From an optimization exercise on the open Yosys and OpenROAD flow, aimed at small area; shortcuts taken in it are not production practice.
In this exercise RTL edits were held to simulation tests only and were not proved equivalent to the original.
Power figures rest on the tool's default switching activity, not on a simulated workload.

==> inputs of cedar <==
==> flow/design.v <==
`timescale 1ns / 1ps
module register_file_16bitsx16(
    input clk,
    input reset_n,
    input [3:0] read_add1, read_add2,            
    input [3:0] write_add,                       
    input write_en,                              
    input [15:0] write_data,                     
    output [15:0] read_out1, read_out2           
    );
    reg [15:0] Q_reg [0:15];
    reg [15:0] valid;
    reg [3:0]  ra1_q, ra2_q;
    wire [15:0] wen;
    rf_dec4 u_wdec (.en(write_en), .addr(write_add), .sel(wen));
    integer i;
    always @(posedge clk) begin
        for (i = 0; i < 16; i = i + 1)
            if (wen[i])
                Q_reg[i] <= write_data;
    end
    always @(posedge clk, negedge reset_n) begin
        if (~reset_n)
            valid <= 16'h0;
        else
            valid <= valid | wen;
    end
    always @(posedge clk) begin
        ra1_q <= read_add1;
        ra2_q <= read_add2;
    end
    wire [15:0] sel1, sel2;
    rf_rdsel u_rsel1 (.valid(valid), .addr(ra1_q), .sel(sel1));
    rf_rdsel u_rsel2 (.valid(valid), .addr(ra2_q), .sel(sel2));
    genvar b;
    generate
        for (b = 0; b < 16; b = b + 1) begin : g_bit
            wire [15:0] col;
            genvar k;
            for (k = 0; k < 16; k = k + 1) begin : g_col
                assign col[k] = Q_reg[k][b];
            end
            rf_andor u_rd1 (.sel(sel1), .d(col), .y(read_out1[b]));
            rf_andor u_rd2 (.sel(sel2), .d(col), .y(read_out2[b]));
        end
    endgenerate
endmodule
module rf_dec4(
    input en,
    input [3:0] addr,
    output [15:0] sel
    );
    wire [3:0] lo, hi;
    rf_pre2 u_lo (.addr(addr[1:0]), .sel(lo));
    assign hi[0] = en & ~addr[3] & ~addr[2];
    assign hi[1] = en & ~addr[3] &  addr[2];
    assign hi[2] = en &  addr[3] & ~addr[2];
    assign hi[3] = en &  addr[3] &  addr[2];
    genvar k;
    generate
        for (k = 0; k < 16; k = k + 1) begin : g_k
            rf_and2 u_and (.a(hi[k / 4]), .b(lo[k % 4]), .y(sel[k]));
        end
    endgenerate
endmodule
module rf_and2(
    input a,
    input b,
    output y
    );
    assign y = a & b;
endmodule
module rf_rdsel(
    input [15:0] valid,
    input [3:0] addr,
    output [15:0] sel
    );
    wire [3:0] lo, hi;
    rf_pre2 u_lo (.addr(addr[1:0]), .sel(lo));
    rf_pre2 u_hi (.addr(addr[3:2]), .sel(hi));
    genvar k;
    generate
        for (k = 0; k < 16; k = k + 1) begin : g_k
            assign sel[k] = valid[k] & hi[k / 4] & lo[k % 4];
        end
    endgenerate
endmodule
module rf_pre2(
    input [1:0] addr,
    output [3:0] sel
    );
    assign sel[0] = ~addr[1] & ~addr[0];
    assign sel[1] = ~addr[1] &  addr[0];
    assign sel[2] =  addr[1] & ~addr[0];
    assign sel[3] =  addr[1] &  addr[0];
endmodule
module rf_andor(
    input [15:0] sel,
    input [15:0] d,
    output y
    );
    wire [5:0] n;
    rf_aoi222 u0 (.a(sel[2:0]),   .b(d[2:0]),   .y(n[0]));
    rf_aoi222 u1 (.a(sel[5:3]),   .b(d[5:3]),   .y(n[1]));
    rf_aoi222 u2 (.a(sel[8:6]),   .b(d[8:6]),   .y(n[2]));
    rf_aoi222 u3 (.a(sel[11:9]),  .b(d[11:9]),  .y(n[3]));
    rf_aoi222 u4 (.a(sel[14:12]), .b(d[14:12]), .y(n[4]));
    assign n[5] = ~(sel[15] & d[15]);
    assign y = ~&n;
endmodule
module rf_aoi222(
    input [2:0] a,
    input [2:0] b,
    output y
    );
    assign y = ~|(a & b);
endmodule
==> flow/flow/run.sh <==
#!/bin/bash
# Layout flow: the standard ORFS flow (standard.sh), unchanged except for
#  - the port buffers, which are buf_1 rather than the cell buffer_ports picks, and
#  - the clock tree, built from clkbuf_8 in clusters of at most 16 flip-flops
#    within 60 um, without dummy loads.
# The make output goes to standard.log; each ORFS step keeps its own log under
# orfs/logs/.
set -euo pipefail
export BUFFER_PORTS_ARGS="-buffer_cell sky130_fd_sc_hd__buf_1"
export CTS_ARGS="-sink_clustering_enable -repair_clock_nets -dont_use_dummy_load -buf_list {sky130_fd_sc_hd__clkbuf_8} -sink_clustering_size 16 -sink_clustering_max_diameter 60"
bash standard.sh > standard.log 2>&1
==> flow/standard.sh <==
#!/bin/bash
# synth_recipe.tcl (not shown) runs the flow's synth.tcl, then flattens the netlist and writes it again
# the make line also repeats each setting of config.mk as NAME=value (left out here)
make -C /OpenROAD-flow-scripts/flow DESIGN_CONFIG=/design/flow/config.mk WORK_HOME=/design/flow/orfs CLKGATE_MAP_FILE= SYNTH_SCRIPT=/design/flow/synth_recipe.tcl "${@:-finish}"
==> flow/config.mk <==
export PLATFORM = sky130hd
export DESIGN_NAME = register_file_16bitsx16
export DESIGN_NICKNAME = register_file_16bitsx16
export VERILOG_FILES = /design/flow/design.v
export SDC_FILE = /design/flow/constraint.sdc
export NUM_CORES = 4
export LEC_CHECK = 0
export CAP_MARGIN = 20
export CORE_MARGIN = 2
export CORE_UTILIZATION = 60
export SLEW_MARGIN = 20
export SYNTH_HIERARCHICAL = 1
export SYNTH_MINIMUM_KEEP_SIZE = 0
==> flow/constraint.sdc <==
create_clock -name core_clock -period 5.0 [get_ports {clk}]
set_input_delay 1.0000 -clock core_clock [delete_from_list [all_inputs] [get_ports {clk}]]
set_output_delay 1.0000 -clock core_clock [all_outputs]
set_load 0.01 [all_outputs]
==> lagoon: changes against cedar <==
==> flow/design.v (replaced) <==
`timescale 1ns / 1ps
module register_file_16bitsx16(
    input clk,
    input reset_n,
    input [3:0] read_add1, read_add2,            
    input [3:0] write_add,                       
    input write_en,                              
    input [15:0] write_data,                     
    output reg [15:0] read_out1, read_out2       
    );
    reg [15:0] Q_reg [0:15];
    reg [15:0] valid;
    reg [3:0]  ra1_q, ra2_q;
    integer i;
    always @(posedge clk) begin
        for (i = 0; i < 16; i = i + 1)
            if (write_en && write_add == i)
                Q_reg[i] <= write_data;
    end
    always @(posedge clk, negedge reset_n) begin
        if (~reset_n)
            valid <= 16'h0;
        else if (write_en)
            valid[write_add] <= 1'b1;
    end
    always @(posedge clk) begin
        ra1_q <= read_add1;
        ra2_q <= read_add2;
    end
    reg [15:0] sel1, sel2;
    always @(*) begin
        read_out1 = 16'h0;
        read_out2 = 16'h0;
        for (i = 0; i < 16; i = i + 1) begin
            sel1[i] = valid[i] && (ra1_q == i);
            sel2[i] = valid[i] && (ra2_q == i);
            read_out1 = read_out1 | (Q_reg[i] & {16{sel1[i]}});
            read_out2 = read_out2 | (Q_reg[i] & {16{sel2[i]}});
        end
    end
endmodule
==> flow/run.sh (new file) <==
#!/bin/bash
# synth_recipe.tcl (not shown) runs the flow's synth.tcl, then flattens the netlist and writes it again
# the make line also repeats each setting of config.mk as NAME=value (left out here)
make -C /OpenROAD-flow-scripts/flow DESIGN_CONFIG=/design/flow/config.mk WORK_HOME=/design/flow/orfs CLKGATE_MAP_FILE= SYNTH_SCRIPT=/design/flow/synth_recipe.tcl finish
- CORE_UTILIZATION: 60 -> 40
- SYNTH_HIERARCHICAL: 1 -> default
- SYNTH_MINIMUM_KEEP_SIZE: 0 -> default
removed: flow/flow/run.sh
removed: flow/standard.sh
==> yarrow: changes against cedar <==
==> flow/design.v (replaced) <==
`timescale 1ns / 1ps
module register_file_16bitsx16(
    input clk,
    input reset_n,
    input [3:0] read_add1, read_add2,            
    input [3:0] write_add,                       
    input write_en,                              
    input [15:0] write_data,                     
    output [15:0] read_out1, read_out2           
    );
    reg [15:0] Q_reg [0:15];
    reg [15:0] valid;
    reg [3:0]  ra1_q, ra2_q;
    integer i;
    always @(posedge clk) begin
        for (i = 0; i < 16; i = i + 1)
            if (write_en && write_add == i)
                Q_reg[i] <= write_data;
    end
    always @(posedge clk, negedge reset_n) begin
        if (~reset_n)
            valid <= 16'h0;
        else if (write_en)
            valid[write_add] <= 1'b1;
    end
    always @(posedge clk) begin
        ra1_q <= read_add1;
        ra2_q <= read_add2;
    end
    wire [15:0] sel1, sel2;
    rf_rdsel u_sel1 (.addr(ra1_q), .valid(valid), .sel(sel1));
    rf_rdsel u_sel2 (.addr(ra2_q), .valid(valid), .sel(sel2));
    genvar b;
    generate
        for (b = 0; b < 16; b = b + 1) begin : g_bit
            wire [15:0] col;
            genvar k;
            for (k = 0; k < 16; k = k + 1) begin : g_col
                assign col[k] = Q_reg[k][b];
            end
            rf_andor u_rd1 (.sel(sel1), .d(col), .y(read_out1[b]));
            rf_andor u_rd2 (.sel(sel2), .d(col), .y(read_out2[b]));
        end
    endgenerate
endmodule
module rf_rdsel(
    input [3:0] addr,
    input [15:0] valid,
    output [15:0] sel
    );
    genvar k;
    generate
        for (k = 0; k < 16; k = k + 1) begin : g_k
            assign sel[k] = valid[k] & (addr == k);
        end
    endgenerate
endmodule
module rf_andor(
    input [15:0] sel,
    input [15:0] d,
    output y
    );
    wire [5:0] n;
    rf_aoi222 u0 (.a(sel[2:0]),   .b(d[2:0]),   .y(n[0]));
    rf_aoi222 u1 (.a(sel[5:3]),   .b(d[5:3]),   .y(n[1]));
    rf_aoi222 u2 (.a(sel[8:6]),   .b(d[8:6]),   .y(n[2]));
    rf_aoi222 u3 (.a(sel[11:9]),  .b(d[11:9]),  .y(n[3]));
    rf_aoi222 u4 (.a(sel[14:12]), .b(d[14:12]), .y(n[4]));
    assign n[5] = ~(sel[15] & d[15]);
    assign y = ~&n;
endmodule
module rf_aoi222(
    input [2:0] a,
    input [2:0] b,
    output y
    );
    assign y = ~|(a & b);
endmodule
==> flow/run.sh (new file) <==
#!/bin/bash
# synth_recipe.tcl (not shown) runs the flow's synth.tcl, then flattens the netlist and writes it again
# the make line also repeats each setting of config.mk as NAME=value (left out here)
make -C /OpenROAD-flow-scripts/flow DESIGN_CONFIG=/design/flow/config.mk WORK_HOME=/design/flow/orfs CLKGATE_MAP_FILE= SYNTH_SCRIPT=/design/flow/synth_recipe.tcl finish
- CORE_UTILIZATION: 60 -> 40
removed: flow/flow/run.sh
removed: flow/standard.sh
==> raven: changes against cedar <==
--- a/flow/design.v
+++ b/flow/design.v
@@ -52,5 +52,8 @@
     );
     wire [3:0] lo, hi;
-    rf_pre2 u_lo (.addr(addr[1:0]), .sel(lo));
+    assign lo[0] = ~addr[1] & ~addr[0];
+    assign lo[1] = ~addr[1] &  addr[0];
+    assign lo[2] =  addr[1] & ~addr[0];
+    assign lo[3] =  addr[1] &  addr[0];
     assign hi[0] = en & ~addr[3] & ~addr[2];
     assign hi[1] = en & ~addr[3] &  addr[2];
@@ -60,14 +63,7 @@
     generate
         for (k = 0; k < 16; k = k + 1) begin : g_k
-            rf_and2 u_and (.a(hi[k / 4]), .b(lo[k % 4]), .y(sel[k]));
+            assign sel[k] = hi[k / 4] & lo[k % 4];
         end
     endgenerate
-endmodule
-module rf_and2(
-    input a,
-    input b,
-    output y
-    );
-    assign y = a & b;
 endmodule
 module rf_rdsel(
@@ -77,6 +73,12 @@
     );
     wire [3:0] lo, hi;
-    rf_pre2 u_lo (.addr(addr[1:0]), .sel(lo));
-    rf_pre2 u_hi (.addr(addr[3:2]), .sel(hi));
+    assign lo[0] = ~addr[1] & ~addr[0];
+    assign lo[1] = ~addr[1] &  addr[0];
+    assign lo[2] =  addr[1] & ~addr[0];
+    assign lo[3] =  addr[1] &  addr[0];
+    assign hi[0] = ~addr[3] & ~addr[2];
+    assign hi[1] = ~addr[3] &  addr[2];
+    assign hi[2] =  addr[3] & ~addr[2];
+    assign hi[3] =  addr[3] &  addr[2];
     genvar k;
     generate
@@ -85,13 +87,4 @@
         end
     endgenerate
-endmodule
-module rf_pre2(
-    input [1:0] addr,
-    output [3:0] sel
-    );
-    assign sel[0] = ~addr[1] & ~addr[0];
-    assign sel[1] = ~addr[1] &  addr[0];
-    assign sel[2] =  addr[1] & ~addr[0];
-    assign sel[3] =  addr[1] &  addr[0];
 endmodule
 module rf_andor(
==> flow/flow/run.sh (replaced) <==
#!/bin/bash
# Layout flow: the standard ORFS flow (standard.sh), unchanged except for
#  - the port buffers, which are buf_1 rather than the cell buffer_ports picks, and
#  - the clock tree, built from clkbuf_8 in clusters of at most 20 flip-flops
#    within 50 um, without dummy loads.
# The make output goes to standard.log; each ORFS step keeps its own log under
# orfs/logs/.
set -euo pipefail
export BUFFER_PORTS_ARGS="-buffer_cell sky130_fd_sc_hd__buf_1"
export CTS_ARGS="-sink_clustering_enable -repair_clock_nets -dont_use_dummy_load -buf_list {sky130_fd_sc_hd__clkbuf_8} -sink_clustering_size 20 -sink_clustering_max_diameter 50"
bash standard.sh > standard.log 2>&1
==> results.txt <==
Sequential share of layout area, lowest first: lagoon, yarrow, raven, cedar.
Between cedar and raven, the lower non-clock buffer count is in cedar (gap 15).
The highest routed wire length belongs to lagoon, the lowest to cedar.
In sequential power, raven and cedar hardly differ.
The lowest combinational power belongs to cedar, the highest to lagoon.
In clock skew, lagoon and cedar do not differ.
Against raven, the final cell count of yarrow is higher by 22%.
Synthesized area: lagoon > yarrow > cedar > raven.
Hold slack, highest first: lagoon, yarrow, raven, cedar.
Against lagoon, the register-to-register slack of yarrow is higher by 0.22 ns.

==> port drivers added, routing unchanged <==
In the flow no input, the clock included, has a driving cell. The finished layouts below were timed again as built, in two steps.
Step 1 (the two cells are an assumption about what drives the block):
set clk [get_ports {clk}]
set_driving_cell -lib_cell sky130_fd_sc_hd__clkbuf_16 $clk
set_driving_cell -lib_cell sky130_fd_sc_hd__buf_2 [delete_from_list [all_inputs] $clk]
Step 2, shift: input delay + t, output delay - t, t = (earliest + latest rising clock arrival at the registers) / 2. This alone moves slack from input paths to output paths.
Slacks: ideal / step 1 / step 2; pairs: ideal / step 1.
run	shift t [ns]	setup slack, ns	slew at the worst register clock pin (ns)
cedar	0.569	1.194 / 1.155 / 1.723	0.10 / 0.10
lagoon	0.613	0.236 / 0.187 / 0.801	0.06 / 0.06
yarrow	0.582	0.614 / 0.571 / 1.153	0.06 / 0.06
raven	0.584	1.030 / 0.988 / 1.571	0.12 / 0.12
After both steps every run listed still meets setup and hold.
